This design comes from an exercise in tuning for small area on the open sky130 flow, not from production work.
The RTL was checked by simulation tests, not by an equivalence proof against the original design.
The clock port is modelled as an ideal driver; clocking choices that lean on that would not hold on a real chip.

==> flow/design.v (excerpt) <==
module draw_line(clk, rst_n, wea, x, y, m, b, dir, range, index_rd, line_x, line_y, finish);
input             clk, rst_n;
input             wea;
input      [31:0] x, y, m, b, dir, range;
input      [31:0] index_rd;
output     [31:0] line_x, line_y;
output     reg finish;
reg        [31:0] cnt, cnt_upd;
reg        [31:0] x_reg, m_reg, acc;
reg               mv, dec;
reg        [4:0]  idx;
reg        [2:0]  ph;
genvar gi;
wire [32:0] ltc;
assign ltc[0] = 1'b0;
generate for (gi = 0; gi < 32; gi = gi + 1) begin : g_lt
    assign ltc[gi+1] = (range[gi] & ~cnt[gi]) | (range[gi] & ltc[gi]) | (~cnt[gi] & ltc[gi]);
end endgenerate
wire        lt = ltc[32];
wire [32:0] cch;
assign cch[0] = lt;
generate for (gi = 0; gi < 32; gi = gi + 1) begin : g_cnt
    assign cch[gi+1] = cch[gi] & cnt_upd[gi];
end endgenerate
always @(posedge clk or negedge rst_n) begin
    if (!rst_n) begin
        cnt     <= 32'd0;
        cnt_upd <= 32'd0;
        finish  <= 1'b0;
    end else begin
        cnt     <= cnt_upd ^ cch[31:0];
        cnt_upd <= cnt;
        finish  <= !lt;
    end
end
wire        start  = wea && !rst_n;
always @(posedge clk) begin
    if (start)
        ph <= 3'd0;
    else if (!ph[2])
        ph <= ph + 3'd1;
end
wire        rd   = ph[2];
wire [1:0]  st   = ph[1:0];
wire        dneg = rd && dec;
wire [4:0]  kz   = mv ? idx : 5'd0;
wire        s_ld   = start;
wire        s_step = !start && !rd;
wire        s_hold = !start && rd;
wire [31:0] m_nx, acc_nx;
wire [31:0] mac;
generate for (gi = 0; gi < 32; gi = gi + 1) begin : g_mx
    dl_mux3 um (.h(m_reg[gi]), .l(m[gi]), .r(m_reg[(gi + 24) % 32]),
                .sh(s_hold), .sl(s_ld), .sr(s_step), .y(m_nx[gi]));
    dl_mux3 ua (.h(acc[gi]), .l(b[gi]), .r(mac[gi]),
                .sh(s_hold), .sl(s_ld), .sr(s_step), .y(acc_nx[gi]));
end endgenerate
always @(posedge clk) begin
    m_reg <= m_nx;
    acc   <= acc_nx;
end
wire [2:0]  keep;
assign keep[0] = rd || st == 2'd0;
  ...
==> flow/config.mk <==
export PLATFORM = sky130hd
export DESIGN_NAME = draw_line
export DESIGN_NICKNAME = draw_line
export VERILOG_FILES = /design/flow/design.v
export SDC_FILE = /design/flow/constraint.sdc
export NUM_CORES = 4
export LEC_CHECK = 0
export CAP_MARGIN = 20
export CORE_MARGIN = 2
export CORE_UTILIZATION = 40
export SLEW_MARGIN = 20
export SYNTH_HIERARCHICAL = 1
export SYNTH_MINIMUM_KEEP_SIZE = 0
==> flow/constraint.sdc <==
create_clock -name core_clock -period 14.0 [get_ports {clk}]
set_input_delay 2.8000 -clock core_clock [delete_from_list [all_inputs] [get_ports {clk}]]
set_output_delay 2.8000 -clock core_clock [all_outputs]
set_load 0.01 [all_outputs]
standard.sh (not shown) runs the stock make flow with config.mk's settings and CLKGATE_MAP_FILE= SYNTH_SCRIPT=/design/flow/synth_recipe.tcl, a recipe that flattens the netlist after the stock synthesis.
==> flow/flow/run.sh <==
#!/bin/bash
# The standard layout (the standard.sh: the standard synthesis and ORFS
# from floorplan to finish), with these changes to how the layout is made:
#  - at the start of the floorplan step, flow/downsize.tcl swaps every
#    combinational cell for the smallest cell of the same function; the
#    timing repair of the floorplan and later steps sizes up what is needed;
#  - the port buffers that global placement adds to every input and output
#    are sky130_fd_sc_hd__buf_1 cells instead of the default buffer;
set -euo pipefail
here=$(pwd)
bash standard.sh \
  "PRE_FLOORPLAN_TCL=$here/flow/downsize.tcl" \
  "POST_CTS_TCL=$here/flow/clkfix.tcl" \
  "BUFFER_PORTS_ARGS=-buffer_cell sky130_fd_sc_hd__buf_1" \
  "CTS_ARGS=-sink_clustering_enable -repair_clock_nets -dont_use_dummy_load -buf_list sky130_fd_sc_hd__clkbuf_8" \
  finish > flow_make.log 2>&1
Other scripts of this flow, unchanged in this note and not shown: flow/flow/clkfix.tcl, flow/flow/downsize.tcl
The baseline completed without violations.
==> next run, changes <==
--- a/flow/design.v
+++ b/flow/design.v
@@ -40,30 +40,19 @@
         ph <= 3'd0;
     else if (!ph[2])
         ph <= ph + 3'd1;
 end
 wire        rd   = ph[2];
 wire [1:0]  st   = ph[1:0];
 wire        dneg = rd && dec;
 wire [4:0]  kz   = mv ? idx : 5'd0;
-wire        s_ld   = start;
-wire        s_step = !start && !rd;
-wire        s_hold = !start && rd;
-wire [31:0] m_nx, acc_nx;
-wire [31:0] mac;
-generate for (gi = 0; gi < 32; gi = gi + 1) begin : g_mx
-    dl_mux3 um (.h(m_reg[gi]), .l(m[gi]), .r(m_reg[(gi + 24) % 32]),
-                .sh(s_hold), .sl(s_ld), .sr(s_step), .y(m_nx[gi]));
-    dl_mux3 ua (.h(acc[gi]), .l(b[gi]), .r(mac[gi]),
-                .sh(s_hold), .sl(s_ld), .sr(s_step), .y(acc_nx[gi]));
-end endgenerate
 always @(posedge clk) begin
-    m_reg <= m_nx;
-    acc   <= acc_nx;
+    if (start || !rd)
+        m_reg <= start ? m : {m_reg[23:0], m_reg[31:24]};
 end
 wire [2:0]  keep;
 assign keep[0] = rd || st == 2'd0;
 assign keep[1] = rd || st <= 2'd1;
 assign keep[2] = rd || st <= 2'd2;
 wire [31:0] mop = m_reg & {8'hFF, {8{keep[2]}}, {8{keep[1]}}, {8{keep[0]}}};
 wire [31:0] aop = acc;
 reg  [7:0]  wop;
@@ -73,16 +62,17 @@
         wop = {3'd0, kz};      wm1 = 1'b0;
     end else case (st)
         2'd0: begin wop = x_reg[7:0];   wm1 = 1'b0;      end
         2'd1: begin wop = x_reg[15:8];  wm1 = x_reg[7];  end
         2'd2: begin wop = x_reg[23:16]; wm1 = x_reg[15]; end
         default: begin wop = x_reg[31:24]; wm1 = x_reg[23]; end
     endcase
 end
+wire [31:0] mac;
 wire [3:0] one, two, neg;
 wire [31:0] mopn = ~mop;
 wire [8:0] wx = {wop, wm1};
 assign one[0] = wx[1] ^ wx[0];
 assign two[0] = (wx[2] & ~wx[1] & ~wx[0]) | (~wx[2] & wx[1] & wx[0]);
 assign neg[0] = wx[2] ^ dneg;
 wire [31:0] bp0;
 dl_bpp b0_0 (.mn1(mopn[0]), .mn0(1'b1), .onen(~one[0]), .twon(~two[0]), .neg(neg[0]), .p(bp0[0]));
@@ -635,36 +625,33 @@
 assign t266 = t248 ^ (t229 & t265);
 assign mac = {t266, t264, t262, t260, t258, t256, t254, t252, t250, t249, t227, t225, t223, t221, t219, t217, t215, t213, t211, t210, t188, t186, t184, t182, t180, t178, t176, t174, t172, t170, t168, t166};
 always @(posedge clk) begin
     if (start) begin
         x_reg <= x;
         dec   <= (dir == 32'd0);
         mv    <= (dir == 32'd0) || (dir == 32'd1);
     end
+    if (start || !rd)
+        acc <= start ? b : mac;
     idx <= index_rd[4:0];
 end
 wire [5:0]  lxc;
 assign lxc[0] = dec;
 generate for (gi = 0; gi < 5; gi = gi + 1) begin : g_lxl
     dl_fa u (.a(x_reg[gi]), .b(kz[gi] ^ dec), .c(lxc[gi]), .s(line_x[gi]), .co(lxc[gi+1]));
 end endgenerate
 wire        lxu = lxc[5] ^ dec;
 wire [27:0] lxh;
 assign lxh[0] = lxu;
 generate for (gi = 0; gi < 27; gi = gi + 1) begin : g_lxh
     dl_ud u (.x(x_reg[5+gi]), .dec(dec), .c(lxh[gi]), .y(line_x[5+gi]), .co(lxh[gi+1]));
 end endgenerate
 assign line_y = mac;
 endmodule
-module dl_mux3(h, l, r, sh, sl, sr, y);
-input  h, l, r, sh, sl, sr;
-output y;
-assign y = (h & sh) | (l & sl) | (r & sr);
-endmodule
 module dl_fa(a, b, c, s, co);
 input  a, b, c;
 output s, co;
 assign s  = a ^ b ^ c;
 assign co = (a & b) | (a & c) | (b & c);
 endmodule
 module dl_ha(a, b, s, co);
 input  a, b;
The changed run ran to the end with no violations.
Global-route usage decreases by 0.10 points.
Die area rises by 4.4%.
Worst setup slack degrades by 0.50 ns.
Count of clock-buffer cells in the layout does not change.
Design area came out higher by about 3.4%.
Wire length goes up by about 2.6%.
Sequential share of layout area went up by 3.5 points.
Hold slack improved by 0.024 ns.
Critical path depth decreases by 1.
Register-to-register slack loses 0.58 ns.

draw_line, a different RTL version from the one above (not shown whole).
// draw_line
module draw_line(clk, rst_n, wea, x, y, m, b, dir, range, index_rd, line_x, line_y, finish);
Settings: LEC_CHECK=0, CAP_MARGIN=20, CORE_MARGIN=2, CORE_UTILIZATION=40, SLEW_MARGIN=20, SYNTH_HIERARCHICAL=1, SYNTH_MINIMUM_KEEP_SIZE=0; clock period 14.0 ns.
==> flow/flow/run.sh <==
#!/bin/bash
# The standard layout (the standard.sh: the standard synthesis and ORFS
# from floorplan to finish), with these changes to how the layout is made:
#  - at the start of the floorplan step, flow/downsize.tcl swaps every
#    combinational cell for the smallest cell of the same function; the
#    timing repair of the floorplan and later steps sizes up what is needed;
#  - the port buffers that global placement adds to every input and output
#    are sky130_fd_sc_hd__buf_1 cells instead of the default buffer;
#  - clock tree synthesis adds no dummy loads and uses clkbuf_8 buffers.
# make's full output goes to flow_make.log in this folder.
set -euo pipefail
here=$(pwd)
bash standard.sh \
  "PRE_FLOORPLAN_TCL=$here/flow/downsize.tcl" \
  "BUFFER_PORTS_ARGS=-buffer_cell sky130_fd_sc_hd__buf_1" \
  "CTS_ARGS=-sink_clustering_enable -repair_clock_nets -dont_use_dummy_load -buf_list sky130_fd_sc_hd__clkbuf_8" \
  finish > flow_make.log 2>&1
==> flow/flow/downsize.tcl <==
# Sized-down start for the resizer: every combinational cell of the
# synthesized netlist is swapped for the smallest cell of the same function
# (same name but for the drive-strength suffix). Registers, tie cells and
# buffers are left as they are. The floorplan's and later stages' timing
# repair then size up what the timing needs.
set db [ord::get_db]
set n 0
set saved 0.0
foreach inst [[ord::get_db_block] getInsts] {
  set mname [[$inst getMaster] getName]
  if {![regexp {^(sky130_fd_sc_hd__([a-z0-9]+))_([0-9]+)$} $mname -> base func drive]} { continue }
  if {[regexp {^(df|edf|sdf|sed|dl|conb|buf|clkbuf|clkdly|dlygate|tap|fill|decap|diode)} $func]} { continue }
  set cur [$inst getMaster]
  set best $cur
  set best_area [expr {[$cur getWidth] * [$cur getHeight]}]
  foreach d {0 1 2 4 6 8 12 16} {
    set cand [$db findMaster "${base}_$d"]
    if {$cand == "NULL" || $cand == ""} { continue }
    set a [expr {[$cand getWidth] * [$cand getHeight]}]
    if {$a < $best_area} { set best $cand; set best_area $a }
  }
  if {$best != $cur} {
    set saved [expr {$saved + [$cur getWidth] * [$cur getHeight] - $best_area}]
    $inst swapMaster $best
    incr n
  }
}
puts "downsize.tcl: swapped $n cells to their smallest size, [expr {$saved / 1e6}] um2 less"
Next try:
--- a/flow/design.v
+++ b/flow/design.v
@@ -735,47 +735,38 @@
 assign mac = {t337, t335, t333, t331, t329, t327, t325, t324, t306, t304, t302, t300, t298, t296, t294, t293, t274, t272, t270, t268, t266, t264, t262, t261, t243, t241, t239, t237, t235, t233, t231, t229};
 always @(posedge clk) begin
     if (start) begin
         x_reg <= x;
         dec   <= (dir == 32'd0);
         mv    <= (dir == 32'd0) || (dir == 32'd1);
     end
     if (start || ph != 2'd3)
         acc <= mac;
     idx <= index_rd[4:0];
 end
-wire [32:0] lxc;
-assign lxc[0] = dec;
-generate for (gi = 0; gi < 5; gi = gi + 1) begin : g_lxl
-    dl_fa u (.a(x_reg[gi]), .b(kz[gi] ^ dec), .c(lxc[gi]), .s(line_x[gi]), .co(lxc[gi+1]));
-end endgenerate
-wire        lxu = lxc[5] ^ dec;
-wire [27:0] lxh;
-assign lxh[0] = lxu;
-generate for (gi = 0; gi < 27; gi = gi + 1) begin : g_lxh
-    dl_ud u (.x(x_reg[5+gi]), .dec(dec), .c(lxh[gi]), .y(line_x[5+gi]), .co(lxh[gi+1]));
+wire [5:0]  lx_lo = {1'b0, x_reg[4:0]} + {1'b0, kz ^ {5{dec}}} + {5'd0, dec};
+wire [27:0] lxc;
+assign lxc[0] = lx_lo[5] ^ dec;
+assign line_x[4:0] = lx_lo[4:0];
+generate for (gi = 0; gi < 27; gi = gi + 1) begin : g_lx
+    assign line_x[5+gi] = x_reg[5+gi] ^ lxc[gi];
+    assign lxc[gi+1]    = lxc[gi] & (x_reg[5+gi] ^ dec);
 end endgenerate
 assign line_y = mac;
 endmodule
 module dl_fa(a, b, c, s, co);
 input  a, b, c;
 output s, co;
 assign s  = a ^ b ^ c;
 assign co = (a & b) | (a & c) | (b & c);
 endmodule
 module dl_ha(a, b, s, co);
 input  a, b;
 output s, co;
 assign s  = a ^ b;
 assign co = a & b;
 endmodule
-module dl_ud(x, dec, c, y, co);
-input  x, dec, c;
-output y, co;
-assign y  = x ^ c;
-assign co = c & (x ^ dec);
-endmodule
 module dl_bpp(mn1, mn0, onen, twon, neg, p);
 input  mn1, mn0, onen, twon, neg;
 output p;
 assign p = ~((mn1 | onen) & (mn0 | twon)) ^ neg;
 endmodule
The changed run finished with timing, DRC and antenna clean.
Count of clock-buffer cells in the layout is unchanged.
Non-clock buffer count is higher by 2.
Final area rose by a few percent.
Worst setup slack improved by 0.046 ns.
Final cell count rises by a few percent.
Utilization came out higher by 0.68 points.
Die area goes up by a few percent.
Maximum frequency increases slightly.

draw_line, a different RTL version from the one above (not shown whole).
export LEC_CHECK = 0
export CAP_MARGIN = 20
export CORE_MARGIN = 2
export CORE_UTILIZATION = 40
export SLEW_MARGIN = 20
export SYNTH_HIERARCHICAL = 1
export SYNTH_MINIMUM_KEEP_SIZE = 0
create_clock -name core_clock -period 14.0 [get_ports {clk}]
==> flow/flow/run.sh <==
#!/bin/bash
# The standard layout (the standard.sh: the standard synthesis and ORFS
# from floorplan to finish), with these changes to how the layout is made:
#  - at the start of the floorplan step, flow/downsize.tcl swaps every
#    combinational cell for the smallest cell of the same function; the
#    timing repair of the floorplan and later steps sizes up what is needed;
#  - the port buffers that global placement adds to every input and output
#    are sky130_fd_sc_hd__buf_1 cells instead of the default buffer;
set -euo pipefail
here=$(pwd)
bash standard.sh \
  "PRE_FLOORPLAN_TCL=$here/flow/downsize.tcl" \
  "POST_CTS_TCL=$here/flow/clkfix.tcl" \
  "BUFFER_PORTS_ARGS=-buffer_cell sky130_fd_sc_hd__buf_1" \
  "CTS_ARGS=-sink_clustering_enable -repair_clock_nets -dont_use_dummy_load -buf_list sky130_fd_sc_hd__clkbuf_8" \
  finish > flow_make.log 2>&1
==> flow/flow/clkfix.tcl <==
estimate_parasitics -placement
set fix [dict create]
foreach p [get_pins -hierarchical */CLK] {
  set v [get_property $p slew_max_rise]
  set v2 [get_property $p slew_max_fall]
  if {$v2 > $v} { set v $v2 }
  if {$v > 0.115} {
    foreach d [get_pins -of_objects [get_nets -of_objects $p] -filter "direction==output"] {
      dict set fix [get_full_name [get_cells -of_objects $d]] 1
    }
  }
}
set n 0
foreach name [dict keys $fix] {
  set inst [get_cells $name]
  if {[string match "sky130_fd_sc_hd__clkbuf_*" [get_property $inst ref_name]] &&
      [get_property $inst ref_name] ne "sky130_fd_sc_hd__clkbuf_16"} {
    replace_cell $inst sky130_fd_sc_hd__clkbuf_16
    incr n
  }
}
if {$n > 0} {
  detailed_placement
  estimate_parasitics -placement
}
puts "clkfix.tcl: swapped $n clock buffers for clkbuf_16"
Scripts as last shown in full above: flow/flow/downsize.tcl
Then changed:
--- a/flow/design.v
+++ b/flow/design.v
@@ -41,28 +41,17 @@
     else if (!ph[2])
         ph <= ph + 3'd1;
 end
 wire        rd   = ph[2];
 wire [1:0]  st   = ph[1:0];
 wire        dneg = rd && dec;
 wire [4:0]  kz   = mv ? idx : 5'd0;
-wire        s_ld   = start;
-wire        s_step = !start && !rd;
-wire        s_hold = !start && rd;
-wire [31:0] m_nx, acc_nx;
-wire [31:0] mac;
-generate for (gi = 0; gi < 32; gi = gi + 1) begin : g_mx
-    dl_mux3 um (.h(m_reg[gi]), .l(m[gi]), .r(m_reg[(gi + 24) % 32]),
-                .sh(s_hold), .sl(s_ld), .sr(s_step), .y(m_nx[gi]));
-    dl_mux3 ua (.h(acc[gi]), .l(b[gi]), .r(mac[gi]),
-                .sh(s_hold), .sl(s_ld), .sr(s_step), .y(acc_nx[gi]));
-end endgenerate
 always @(posedge clk) begin
-    m_reg <= m_nx;
-    acc   <= acc_nx;
+    if (start || !rd)
+        m_reg <= start ? m : {m_reg[23:0], m_reg[31:24]};
 end
 wire [2:0]  keep;
 assign keep[0] = rd || st == 2'd0;
 assign keep[1] = rd || st <= 2'd1;
 assign keep[2] = rd || st <= 2'd2;
 wire [31:0] mop = m_reg & {8'hFF, {8{keep[2]}}, {8{keep[1]}}, {8{keep[0]}}};
 wire [31:0] aop = acc;
@@ -74,14 +63,15 @@
     end else case (st)
         2'd0: begin wop = x_reg[7:0];   wm1 = 1'b0;      end
         2'd1: begin wop = x_reg[15:8];  wm1 = x_reg[7];  end
         2'd2: begin wop = x_reg[23:16]; wm1 = x_reg[15]; end
         default: begin wop = x_reg[31:24]; wm1 = x_reg[23]; end
     endcase
 end
+wire [31:0] mac;
 wire [3:0] one, two, neg;
 wire [31:0] mopn = ~mop;
 wire [8:0] wx = {wop, wm1};
 assign one[0] = wx[1] ^ wx[0];
 assign two[0] = (wx[2] & ~wx[1] & ~wx[0]) | (~wx[2] & wx[1] & wx[0]);
 assign neg[0] = wx[2] ^ dneg;
 wire [31:0] bp0;
@@ -652,14 +642,16 @@
 assign mac = {t274, t272, t270, t268, t266, t264, t262, t261, t243, t241, t239, t237, t235, t233, t231, t230, t211, t209, t207, t205, t203, t201, t199, t198, t180, t178, t176, t174, t172, t170, t168, t166};
 always @(posedge clk) begin
     if (start) begin
         x_reg <= x;
         dec   <= (dir == 32'd0);
         mv    <= (dir == 32'd0) || (dir == 32'd1);
     end
+    if (start || !rd)
+        acc <= start ? b : mac;
     idx <= index_rd[4:0];
 end
 wire [5:0]  lxc;
 assign lxc[0] = dec;
 generate for (gi = 0; gi < 5; gi = gi + 1) begin : g_lxl
     dl_fa u (.a(x_reg[gi]), .b(kz[gi] ^ dec), .c(lxc[gi]), .s(line_x[gi]), .co(lxc[gi+1]));
 end endgenerate
@@ -667,19 +659,14 @@
 wire [27:0] lxh;
 assign lxh[0] = lxu;
 generate for (gi = 0; gi < 27; gi = gi + 1) begin : g_lxh
     dl_ud u (.x(x_reg[5+gi]), .dec(dec), .c(lxh[gi]), .y(line_x[5+gi]), .co(lxh[gi+1]));
 end endgenerate
 assign line_y = mac;
 endmodule
-module dl_mux3(h, l, r, sh, sl, sr, y);
-input  h, l, r, sh, sl, sr;
-output y;
-assign y = (h & sh) | (l & sl) | (r & sr);
-endmodule
 module dl_fa(a, b, c, s, co);
 input  a, b, c;
 output s, co;
 assign s  = a ^ b ^ c;
 assign co = (a & b) | (a & c) | (b & c);
 endmodule
 module dl_ha(a, b, s, co);
Setup slack is worse by 590 ps.
Critical path depth came out lower by 1.
Clock-buffer cell count stays the same.
Final area came out higher by a few percent.
Worst hold slack is better by 14 ps.

port drivers added, routing unchanged:
In the flow no input, the clock included, has a driving cell. The finished layouts below were timed again as built, in two steps.
Step 1: set_driving_cell puts a clkbuf_16 on clk and a buf_2 on each other input, an assumption about the parent block.
Step 2 also shifts input and output timing later by t, the mid clock arrival at the registers, as if the neighbouring blocks saw the same clock.
Slacks: ideal / step 1 / step 2; pairs: ideal / step 1.
| run | t, ns | slack for setup (ns) | hold WS [ns] | slew at the worst register clock pin (ns) | worst data-port slew with drivers (ns) |
|---|---|---|---|---|---|
| the first run of note 1 | 0.520 | 1.228 / 1.187 / 1.707 | 0.357 / 0.357 / 0.357 | 0.10 / 0.10 | 0.07 |
| the second run of note 1 | 0.518 | 0.729 / 0.685 / 1.204 | 0.381 / 0.381 / 0.381 | 0.11 / 0.11 | 0.08 |
| the first run of note 2 | 0.528 | 0.418 / 0.398 / 0.398 | 0.383 / 0.383 / 0.383 | 0.10 / 0.10 | 0.08 |
| the second run of note 2 | 0.514 | 0.464 / 0.440 / 0.440 | 0.382 / 0.382 / 0.382 | 0.11 / 0.11 | 0.07 |
| the first run of note 3 | 0.527 | 1.685 / 1.642 / 2.169 | 0.363 / 0.363 / 0.363 | 0.11 / 0.11 | 0.09 |
| the second run of note 3 | 0.524 | 1.095 / 1.047 / 1.572 | 0.377 / 0.377 / 0.377 | 0.10 / 0.10 | 0.10 |
After both steps every run listed still meets setup and hold. The setup slack of the second run of note 2, which loses most, moves by -0.024 ns with the drivers and by -0.024 ns with both steps.
